What follows belongs to an exercise in optimizing a design on an open flow for small area; a production flow would make more cautious choices. Only simulation tests tie the RTL to the original design; equivalence was not proved. Power figures rest on the tool's default switching activity, not on a simulated workload.

$ cat design/flow/flow/run.sh
#!/bin/bash
# Own layout flow: the standard ORFS flow (standard.sh), with
#  - an area-oriented ABC mapping script in synthesis (same Yosys steps, same registers),
#  - the smallest buffer (buf_1) on the I/O ports,
#  - no dummy clock loads in CTS, clkbuf_8 clock buffers only.
# Each step's full log stays in orfs/logs/; make's own output goes to flow_make.log.
set -euo pipefail
here=$(pwd)
rm -rf "$here/scripts_mod"
cp -r "$FLOW_HOME/scripts" "$here/scripts_mod"
cp "$here/flow/abc_area.script" "$here/scripts_mod/abc_speed.script"
cp "$here/flow/abc_area.script" "$here/scripts_mod/abc_area.script"
export SCRIPTS_DIR="$here/scripts_mod"
export BUFFER_PORTS_ARGS="-buffer_cell sky130_fd_sc_hd__buf_1"
export CTS_ARGS="-sink_clustering_enable -repair_clock_nets -dont_use_dummy_load -buf_list sky130_fd_sc_hd__clkbuf_8"
bash standard.sh > "$here/flow_make.log" 2>&1
$ cat design/flow/flow/abc_area.script
strash
dch -f
amap
$ cat design/flow/standard.sh
#!/bin/bash
# synth_recipe.tcl (not shown) runs the flow's synth.tcl, then flattens the netlist and writes it again
# the make line also repeats each setting of config.mk as NAME=value (left out here)
make -C /OpenROAD-flow-scripts/flow DESIGN_CONFIG=/design/flow/config.mk WORK_HOME=/design/flow/orfs CLKGATE_MAP_FILE= SYNTH_SCRIPT=/design/flow/synth_recipe.tcl "${@:-finish}"
$ cat design/flow/config.mk
export PLATFORM = sky130hd
export DESIGN_NAME = top_FSM
export DESIGN_NICKNAME = top_FSM
export VERILOG_FILES = /design/flow/design.v
export SDC_FILE = /design/flow/constraint.sdc
export NUM_CORES = 4
export LEC_CHECK = 0
export CAP_MARGIN = 20
export CORE_AREA = 2 2 58 60
export DIE_AREA = 0 0 60 62
export PLACE_DENSITY = 0.75
export SLEW_MARGIN = 20
$ cat design/flow/constraint.sdc
create_clock -name core_clock -period 10.0 [get_ports {sys_clk}]
set_input_delay 2.0000 -clock core_clock [delete_from_list [all_inputs] [get_ports {sys_clk}]]
set_output_delay 2.0000 -clock core_clock [all_outputs]
set_load 0.01 [all_outputs]
$ cat design/flow/design.v
module Key_Filter(
	input	wire	sys_clk,
	input	wire	sys_rst_n,
	input	wire	key_in,
	output	reg		key_out
    );
	localparam [8:0] SEED = 9'h08c;
	localparam [8:0] LAST = 9'h001;
	localparam [8:0] MASK = 9'h1df;
	localparam [8:0] POL  = 9'h0aa;
	reg  [8:0] r;
	wire [8:0] x    = r ^ POL;
	wire       last = ((x & MASK) == (LAST & MASK));
	always @(posedge sys_clk or negedge sys_rst_n)
	if (!sys_rst_n)
		r <= SEED ^ POL;
	else if (key_in)
		r <= SEED ^ POL;
	else if (last)
		r <= POL;
	else
		r <= {x[7:0], x[8] ^ x[4]} ^ POL;
	always @(posedge sys_clk or negedge sys_rst_n)
	if (!sys_rst_n)
		key_out <= 1'b0;
	else
		key_out <= last;
endmodule
module complex_FSM(
	input	wire		sys_clk,
	input	wire		sys_rst_n,
	input 	wire		pi_money_one,
	input	wire		pi_money_half,
	input	wire		step,
	input	wire [2:1]	led,
	output	reg  [2:0]	state,
	output	reg			chg
    );
	localparam [2:0] S_IDLE = 3'd0, S_HALF = 3'd1, S_ONE = 3'd3, S_ONE_HALF = 3'd5, S_TWO = 3'd7, S_TWO_HALF = 3'd4, S_THREE_L = 3'd6, S_THREE_R = 3'd2;
	localparam [15:0] SEED = 16'h9662;
	localparam [15:0] LAST = 16'h2214;
	localparam [15:0] MASK = 16'hd5fb;
	localparam [15:0] POL  = 16'haaaa;
	wire coin = pi_money_one | pi_money_half;
	wire one  = pi_money_one ^ pi_money_half;
	reg  [15:0] rc;
	wire [15:0] x       = rc ^ POL;
	wire        timeout = ((x & MASK) == (LAST & MASK));
	always @(posedge sys_clk)
	if (coin)
		rc <= SEED ^ POL;
	else
		rc <= {x[14:0], x[15] ^ x[6]} ^ POL;
	reg [2:0] nh, no;
	always @(*)
	case (state)
		S_IDLE:     begin nh = S_HALF;     no = S_ONE;     end
		S_HALF:     begin nh = S_ONE;      no = S_ONE_HALF; end
		S_ONE:      begin nh = S_ONE_HALF; no = S_TWO;     end
		S_ONE_HALF: begin nh = S_TWO;      no = S_TWO_HALF; end
		S_TWO:      begin nh = S_TWO_HALF; no = S_THREE_L; end
		default:    begin nh = S_HALF;     no = S_ONE;     end
	endcase
	wire three = (state == S_THREE_L) | (state == S_THREE_R);
	always @(posedge sys_clk or negedge sys_rst_n)
	if (!sys_rst_n)
		state <= S_IDLE;
	else if (one)
		state <= pi_money_half ? nh : no;
	else if (timeout & ~coin)
		state <= S_IDLE;
	else if (~chg & step & three) begin
		if (led[2])
			state <= S_THREE_R;
		else if (led[1])
			state <= S_THREE_L;
	end
	always @(posedge sys_clk)
		chg <= one | (timeout & ~coin);
endmodule
module LedCtrl(
	input	wire			sys_clk,
	input	wire			sys_rst_n,
	input	wire	[2:0] 	state,
	input	wire			chg,
	output	wire			step,
	output	reg		[3:0] 	led
    );
	localparam [2:0] S_IDLE = 3'd0, S_HALF = 3'd1, S_ONE = 3'd3, S_ONE_HALF = 3'd5, S_TWO = 3'd7, S_TWO_HALF = 3'd4, S_THREE_L = 3'd6, S_THREE_R = 3'd2;
	localparam [11:0] SEED = 12'h248;
	localparam [11:0] LAST = 12'h969;
	localparam [11:0] MASK = 12'h5f9;
	localparam [11:0] POL  = 12'haaa;
	reg  [11:0] unit;
	wire [11:0] x = unit ^ POL;
	assign step = ((x & MASK) == (LAST & MASK));
	always @(posedge sys_clk)
	if (chg | step)
		unit <= SEED ^ POL;
	else
		unit <= {x[10:0], x[11] ^ x[0]} ^ POL;
	reg [3:0] pattern;
	always @(*)
	case (state)
		S_IDLE:     pattern = 4'b0000;
		S_HALF:     pattern = 4'b0001;
		S_ONE:      pattern = 4'b0011;
		S_ONE_HALF: pattern = 4'b0111;
		S_TWO:      pattern = 4'b1111;
		default:    pattern = 4'b0001;
	endcase
	wire left  = (state == S_TWO_HALF) | (state == S_THREE_L);
	wire right = (state == S_THREE_R);
	always @(posedge sys_clk or negedge sys_rst_n)
	if (!sys_rst_n)
		led <= 4'b0000;
	else if (chg)
		led <= pattern;
	else if (step & left)
		led <= {led[2:0], led[3]};
	else if (step & right)
		led <= {led[0], led[3:1]};
endmodule
module top_FSM(
	input wire 			sys_clk,
	input wire			sys_rst_n,
	input wire 			pi_money_half,
	input wire 			pi_money_one,
	output wire [3:0] 	led
    );
	wire fo_money_half;
	wire fo_money_one;
	wire [2:0] state;
	wire chg;
	wire step;
	Key_Filter Key_Filter_inst0(
	.sys_clk(sys_clk),
	.sys_rst_n(sys_rst_n),
	.key_in(pi_money_half),
	.key_out(fo_money_half)
    );
	Key_Filter Key_Filter_inst1(
	.sys_clk(sys_clk),
	.sys_rst_n(sys_rst_n),
	.key_in(pi_money_one),
	.key_out(fo_money_one)
    );
	complex_FSM complex_FSM_inst0(
	.sys_clk(sys_clk),
	.sys_rst_n(sys_rst_n),
	.pi_money_one(fo_money_one),
	.pi_money_half(fo_money_half),
	.step(step),
	.led(led[2:1]),
	.state(state),
	.chg(chg)
    );
	LedCtrl LedCtrl_inst0(
	.sys_clk(sys_clk),
	.sys_rst_n(sys_rst_n),
	.state(state),
	.chg(chg),
	.step(step),
	.led(led)
    );
endmodule
==> summary.txt <==
==> kinds of logic (layout without fill, tap and decap cells) <==
kind of cell    after synthesis  after routing  synth area share
simple gates                 77             77             0.184
fa+ha+maj                     1              1           0.00685
flops                        56             56             0.692
buf+inv                      16             29            0.0329
compound gates               22             22            0.0843
==> through the flow <==
stage	power (W)	hold WS, ns
5_1_grt	0.000542	0.362
4_1_cts	0.000513	0.353
6_report	0.000509	0.350
3_5_place_dp	0.000407	0.351
2_1_floorplan	0.000379	0.343
3_3_place_gp	0.000400	0.346
==> per-layer routing <==
metal  part of all wire  track usage
met4              0.024       0.0857
met3              0.039       0.0621
met1               0.45        0.216
met2               0.48        0.293
met5                  0            0
==> placed cells by master, fill, tap and decap left out, drive strengths merged <==
cell,instances
nor4,4
a221oi,2
a21oi,5
o32a,1
dfrtp,21
or4,1
ha,1
a31oi,1
dfstp,6
o221ai,3
dfxtp,29
nand2b,5
nand2,21
nor3,4
o21ai,1
a22oi,1
nor4b,2
buf,8
clkinv,16
nor2,35
nand3,5
clkbuf,5
a211oi,5
o22ai,3
==> worst paths after layout <==
| check | start | end | slack (ns) | cells after the start |
|---|---|---|---|---|
| worst max-delay path | LedCtrl_inst0.unit[0] | LedCtrl_inst0.led[3] | 7.06 | 8 |
| worst min-delay path | complex_FSM_inst0.rc[2] | complex_FSM_inst0.rc[3] | 0.35 | 1 |
| worst max register to register | LedCtrl_inst0.unit[0] | LedCtrl_inst0.led[3] | 7.06 | 8 |
| worst min register to register | complex_FSM_inst0.rc[2] | complex_FSM_inst0.rc[3] | 0.35 | 1 |
| max in group asynchronous | sys_rst_n | Key_Filter_inst0.r[5] | 8.03 | 2 |
| min in group asynchronous | sys_rst_n | Key_Filter_inst1.r[0] | 1.67 | 2 |
==> layout make-up <==
| class | instances | area, um^2 |
|---|---|---|
| multi-input cells | 100 | 503 |
| fillers | 259 | 1190 |
| flip-flops and latches | 56 | 1260 |
| inverters | 16 | 60.1 |
| repair buffers | 8 | 33.8 |
| well taps | 46 | 57.6 |
| clock buffers | 5 | 68.8 |
==> flip-flops by register name, summed over array words and instances (netlist names), 3 cells and up <==
register                 count
Key_Filter_inst0.r           9
Key_Filter_inst1.r           9
LedCtrl_inst0.led            4
LedCtrl_inst0.unit          12
complex_FSM_inst0.rc        16
complex_FSM_inst0.state      3
==> power by group through the flow <==
stage | Sequential, W | Combinational, W | Clock, W
CTS | 0.000333 | 0.0000706 | 0.000110
floorplan | 0.000329 | 0.0000506 | 0
global placement | 0.000334 | 0.0000652 | 0
global route | 0.000342 | 0.0000802 | 0.000121
finish | 0.000333 | 0.0000691 | 0.000107
detailed placement | 0.000337 | 0.0000701 | 0
==> critical path, cell delays in order (launching register included) <==
cell,delay (ns)
sky130_fd_sc_hd__dfxtp_1,0.34
sky130_fd_sc_hd__clkinv_1,0.09
sky130_fd_sc_hd__or4_1,0.48
sky130_fd_sc_hd__nor4b_1,0.51
sky130_fd_sc_hd__clkinv_1,0.17
sky130_fd_sc_hd__nor3_1,0.45
sky130_fd_sc_hd__clkinv_1,0.25
sky130_fd_sc_hd__a221oi_1,0.38
sky130_fd_sc_hd__o32a_1,0.21
==> summary.txt <==
- In this run the tightest slew margin relative to its limit is 0.642.
- Sequential fraction of the synthesis area: 0.692
* Net load switching power: 0.000137 W
- The internal portion of the total power is 0.000372 W.
- Detailed placement ended at an HPWL of 2000 um.
- Number of placed cells counting well taps: 226
- STA classifies the critical path startpoint as a flop.
- WS Path Type: flop to flop
- Critical path endpoint category: flop
* Worst setup slack after placement: 7.05 ns
* Largest net degree at the start of global routing: 28
- Number of antenna diodes: 0
- Data on the critical path is required at its endpoint by 10.24 ns.
- Pwr/cell area: 256 nW/um^2
- Dividing the detail-routed wire length by the instance count gives 12.1 um.
- Dividing the final minimum period by the clock period gives 0.294.
- Counting flops with an async set or reset pin after synthesis yields a share of 0.482.
- Max-cap violations in this run came to 0.
* Clock share of power: 0.210
- Die W: 60 um
- Count of buffers added by post-CTS timing repair for setup: 0
- In the final timing run, aggregate negative setup slack is 0 ns.
- The total area inside the core boundary comes to 3180 um^2.
- The synthesized design spends more area on one cell type than any other, namely sky130_fd_sc_hd__dfxtp_1.
- After synthesis the netlist holds a flip-flop and latch count of 56.
* Pleak: 0.837 nW
* Maximum ir drop on the vdd rail: 0.129 mV
* Synth warn: 3
* Max Transition Viols Final: 0
* Via/cell ratio: 5.23
- GRT Total Usage: 0.180
- Gates resized during post-CTS repair numbered 0.
- Number of non-filler instances in the completed layout: 231
- Total Nets Final: 192
- Of the total power, the share spent switching nets is 0.269.
* Clock sink total: 56
- Finished layout cell area: 1990 um^2
- Counting the buffers created by CTS gives 5.
- Vias in the first global route: 1,162
* Clock transition time at the flip-flop clock pins of the worst setup and hold paths: 0.09 ns
* Synthesized Nets: 177
* Dominant synthesized flop cell: sky130_fd_sc_hd__dfxtp_1
- At the pin with the least slew margin, the transition time is 0.533 ns.
- Io pins: 8
- Input and output buffers added on the ports amount to 7.
* Number of flops mapped to enable cells by yosys: 0
- Post-route DRC violation count: 0
* Area of the mapped netlist: 1830 um^2
- Final Hold Viols: 0
* Clock skew: 0.0153 ns
- Of all nets on the critical path, the largest fanout is 5.
* Number of endpoints failing setup at the final stage: 0
* Wire length of the first global-routing pass: 4770 um
- The run finished with no timing, DRC or antenna violations.
* Starting Density: 0.575
- Row count: 21
* DIE AREA: 3720 um^2
- By count the netlist is led by 35 x sky130_fd_sc_hd__nor2_1, 29 x sky130_fd_sc_hd__dfxtp_1, 21 x sky130_fd_sc_hd__dfrtp_1, 21 x sky130_fd_sc_hd__nand2_1, 16 x sky130_fd_sc_hd__clkinv_1.
* Worst min path class: flop to flop
* Share of power burned in combinational logic: 0.136
- Once layout is complete, the utilization of the core stands at 0.625.
* Detailed Route WL: 2790 um
- Once routing completed, OpenROAD measured the worst setup slack at 7.06 ns.
- After the first detailed-routing iteration, the DRC count stood at 51.
- Worst-skew pair later-pin latency: 0.31 ns
* Synth cell types: 22
- Final weighted congestion of routability-driven global placement: 0.849
- Once placement finished, the instance area stood at 1920 um^2.
- Antenna violations before repair: 0
- Post-layout min period: 2.94 ns
- Cts-stage hold buffer count: 0
- TritonCTS built the clock tree.
* Mean instance size in the synthesized netlist: 10.6 um^2
- The share of total power dissipated in sequential elements is 0.654.
* Post-detailed-route count of antenna-violating nets: 0
- Count of TritonRoute iterations in the first routing pass: 4
- Data on the critical path arrives at its endpoint at 3.18 ns.
- Of the post-synthesis cell area, the dominant cell type holds 0.318.
- The area growth from synthesis to layout is 8.77%.
- Ranked by total cell area, the synthesized netlist is headed by sky130_fd_sc_hd__dfxtp_1 32%, sky130_fd_sc_hd__dfrtp_1 29%, sky130_fd_sc_hd__dfstp_2 8.6%, sky130_fd_sc_hd__nor2_1 7.2%, sky130_fd_sc_hd__nand2_1 4.3%.
- In this run the deepest clock path goes through 2 buffers.
- Counting every instance in the synthesized netlist gives 172.
- CTS built an H-tree with a depth of 2.
* Remaining Overflow, GRT: 0
- Clock root cell: sky130_fd_sc_hd__clkbuf_8
- The final route contains 1,209 vias.
- Timing would allow up to 340 MHz.
- Setup repair after global routing missed its margin: false
- Die Height: 62 um
* Most used standard cell by instance count after synthesis: sky130_fd_sc_hd__nor2_1
- In the final layout, the share of cells above drive strength 1 is 0.0649.

## afterwards: timing with drivers on the ports
In the flow no input, the clock included, has a driving cell. The finished layout below was timed again as built, in two steps. Step 1: set_driving_cell puts a clkbuf_16 on sys_clk and a buf_2 on each other input, an assumption about the parent block. Step 2 times the ports against the registers' clock, not the clock port: input delays grow and output delays shrink by t, the midpoint of the rising clock arrivals with the driver on. Three values: ideal, step 1, step 2; two values: the first two.
t, ns: 0.322
setup WS [ns]: 7.061 / 7.061 / 7.061
worst register clock-pin slew, ns: 0.09 / 0.09
After both steps this run still meets setup and hold. For this run, drivers alone change the setup slack by 0.000 ns; drivers and shift together by 0.000 ns.
